From an optimization exercise on the open Yosys and OpenROAD flow, aimed at small area, a short achievable clock period and few clock cycles per item; shortcuts taken in it are not production practice. Power is estimated from default activity; no workload was simulated.

## main
==> module rdport8, before the edit <==
module rdport8(
    input [127:0] rf,
    input [2:0] a,
    input en,
    output reg [15:0] q
    );
integer i;
always @(*) begin
    q = 16'd0;
    for (i = 0; i < 8; i = i + 1)
        q = q | (rf[16*i +: 16] & {16{en && a == i}});
end
endmodule
==> module processor, before the edit <==
module processor(
    input [15:0] DIN,
    input Resetn, Clock, Run,
    output reg Done,
    output [15:0] BusWires
    );
reg [127:0] rf;         
reg         pend;       
reg [2:0]   mvi_rx;     
wire [2:0] rx = DIN[12:10];
wire [2:0] ry = DIN[9:7];
wire is_mvi = ~DIN[14] & DIN[13];    
wire use_x  = ~pend & DIN[14];       
wire sub    = ~pend & DIN[13];       
integer i;
wire [15:0] X, Y;
rdport8 portx(.rf(rf), .a(rx), .en(use_x), .q(X));
rdport8 porty(.rf(rf), .a(ry), .en(1'b1), .q(Y));
wire [15:0] sum;
addsub alu(.a(X), .b(Y), .sub(sub), .s(sum));
assign BusWires = pend ? DIN : sum;
always @(*)
    Done = Resetn & (pend | (Run & ~is_mvi));
wire [2:0] wa = pend ? mvi_rx : rx;
always @(posedge Clock) begin
    if (!pend) mvi_rx <= rx;
    pend <= Resetn & ~pend & Run & is_mvi;
    for (i = 0; i < 8; i = i + 1)
        if (Done && wa == i) rf[16*i +: 16] <= BusWires;
end
endmodule
==> flow/config.mk <==
export PLATFORM = sky130hd
export DESIGN_NAME = processor
export DESIGN_NICKNAME = processor
export VERILOG_FILES = /design/flow/design.v
export SDC_FILE = /design/flow/constraint.sdc
export NUM_CORES = 4
export LEC_CHECK = 0
export CAP_MARGIN = 5
export CORE_MARGIN = 2
export CORE_UTILIZATION = 40
export SETUP_SLACK_MARGIN = 4
export SLEW_MARGIN = 5
export SYNTH_HIERARCHICAL = 1
==> flow/constraint.sdc <==
create_clock -name core_clock -period 10.0 [get_ports {Clock}]
set_input_delay 2.0000 -clock core_clock [delete_from_list [all_inputs] [get_ports {Clock}]]
set_output_delay 2.0000 -clock core_clock [all_outputs]
set_load 0.01 [all_outputs]
standard.sh (not shown) runs the stock make flow with config.mk's settings and CLKGATE_MAP_FILE= SYNTH_SCRIPT=/design/flow/synth_recipe.tcl, a recipe that flattens the netlist after the stock synthesis.
==> flow/flow/run.sh <==
#!/bin/bash
# Standard ORFS layout with these changes:
#  - port buffers are plain buffers (sky130_fd_sc_hd__buf_2), not delay buffers;
#  - clock tree from clkbuf_8 only, without dummy balancing loads;
#  - setup repair limited to the moves: unbuffer,sizeup,swap
set -euo pipefail
bash standard.sh \
  BUFFER_PORTS_ARGS="-buffer_cell sky130_fd_sc_hd__buf_2" \
  CTS_ARGS="-sink_clustering_enable -repair_clock_nets -dont_use_dummy_load -buf_list sky130_fd_sc_hd__clkbuf_8" \
  SETUP_MOVE_SEQUENCE="unbuffer,sizeup,swap" \
  finish > orfs_make.log 2>&1
#### Input delta (the feature branch over main)
--- a/flow/design.v
+++ b/flow/design.v
@@ -1,14 +1,27 @@
 module rdport8(
     input [127:0] rf,
-    input [2:0] a,
-    input en,
+    input [7:0] sel,
     output reg [15:0] q
     );
 integer i;
 always @(*) begin
     q = 16'd0;
     for (i = 0; i < 8; i = i + 1)
-        q = q | (rf[16*i +: 16] & {16{en && a == i}});
+        q = q | (rf[16*i +: 16] & {16{sel[i]}});
+end
+endmodule
+module rdport9(
+    input [127:0] rf,
+    input [7:0] sel,
+    input [15:0] ext,
+    input ext_sel,
+    output reg [15:0] q
+    );
+integer i;
+always @(*) begin
+    q = ext & {16{ext_sel}};
+    for (i = 0; i < 8; i = i + 1)
+        q = q | (rf[16*i +: 16] & {16{sel[i]}});
 end
 endmodule
 module addsub(
@@ -30,12 +43,18 @@
 wire [2:0] rx = DIN[12:10];
 wire [2:0] ry = DIN[9:7];
 wire is_mvi = ~DIN[14] & DIN[13];    
-wire use_x  = ~pend & DIN[14];       
-wire sub    = ~pend & DIN[13];       
+wire use_x  = DIN[14];               
+wire sub    = DIN[13];               
+reg [7:0] xsel, ysel;
 integer i;
+always @(*)
+    for (i = 0; i < 8; i = i + 1) begin
+        xsel[i] = use_x && rx == i;
+        ysel[i] = ry == i;
+    end
 wire [15:0] X, Y;
-rdport8 portx(.rf(rf), .a(rx), .en(use_x), .q(X));
-rdport8 porty(.rf(rf), .a(ry), .en(1'b1), .q(Y));
+rdport8 portx(.rf(rf), .sel(xsel), .q(X));
+rdport8 porty(.rf(rf), .sel(ysel), .q(Y));
 wire [15:0] sum;
 addsub alu(.a(X), .b(Y), .sub(sub), .s(sum));
 assign BusWires = pend ? DIN : sum;
==> run notes <==
In the feature branch, worst setup margin is higher than in main.
[the feature branch] area of the core fell 7.7% relative to main
Comparing main against the feature branch, there is no change at all in sequential cell count.
Worst reg-to-reg setup slack | the feature branch above main
Re layout inverter count without the clock tree: main was lower than the feature branch.
In the flow results for the feature branch and main, the adder-cell share of the synthesized area is smaller on main.
In the feature branch, the wire length came out 2.2% above the value in main.
Compared the feature branch vs main, and fraction of power consumed by combinational cells is down in the feature branch.
The lower fmax of the feature branch and main is in main.
Function was not checked in any run of this note: the RTL went through the layout flow alone.

static timing again, ports no longer ideal:
In the flow no input, the clock included, has a driving cell. The finished layouts below were timed again as built, in two steps. Step 1: set_driving_cell puts a clkbuf_16 on Clock and a buf_2 on each other input, an assumption about the parent block. Step 2 times the ports against the registers' clock, not the clock port: input delays grow and output delays shrink by t, the midpoint of the rising clock arrivals with the driver on. Three values: no drivers, after step 1, after step 2; two values: the first two.
run	shift t [ns]	setup slack, ns	worst hold slack (ns)	worst setup path after step 2	pins driven straight from the clock port
main	0.468	2.583 / 2.544 / 2.544	0.490 / 0.490 / 0.490	input to output	1
the feature branch	0.482	3.021 / 2.989 / 2.989	0.543 / 0.543 / 0.543	input to output	1
After both steps setup and hold are still met in every run listed. For main, which loses most, drivers alone change the setup slack by -0.039 ns; drivers and shift together by -0.039 ns.
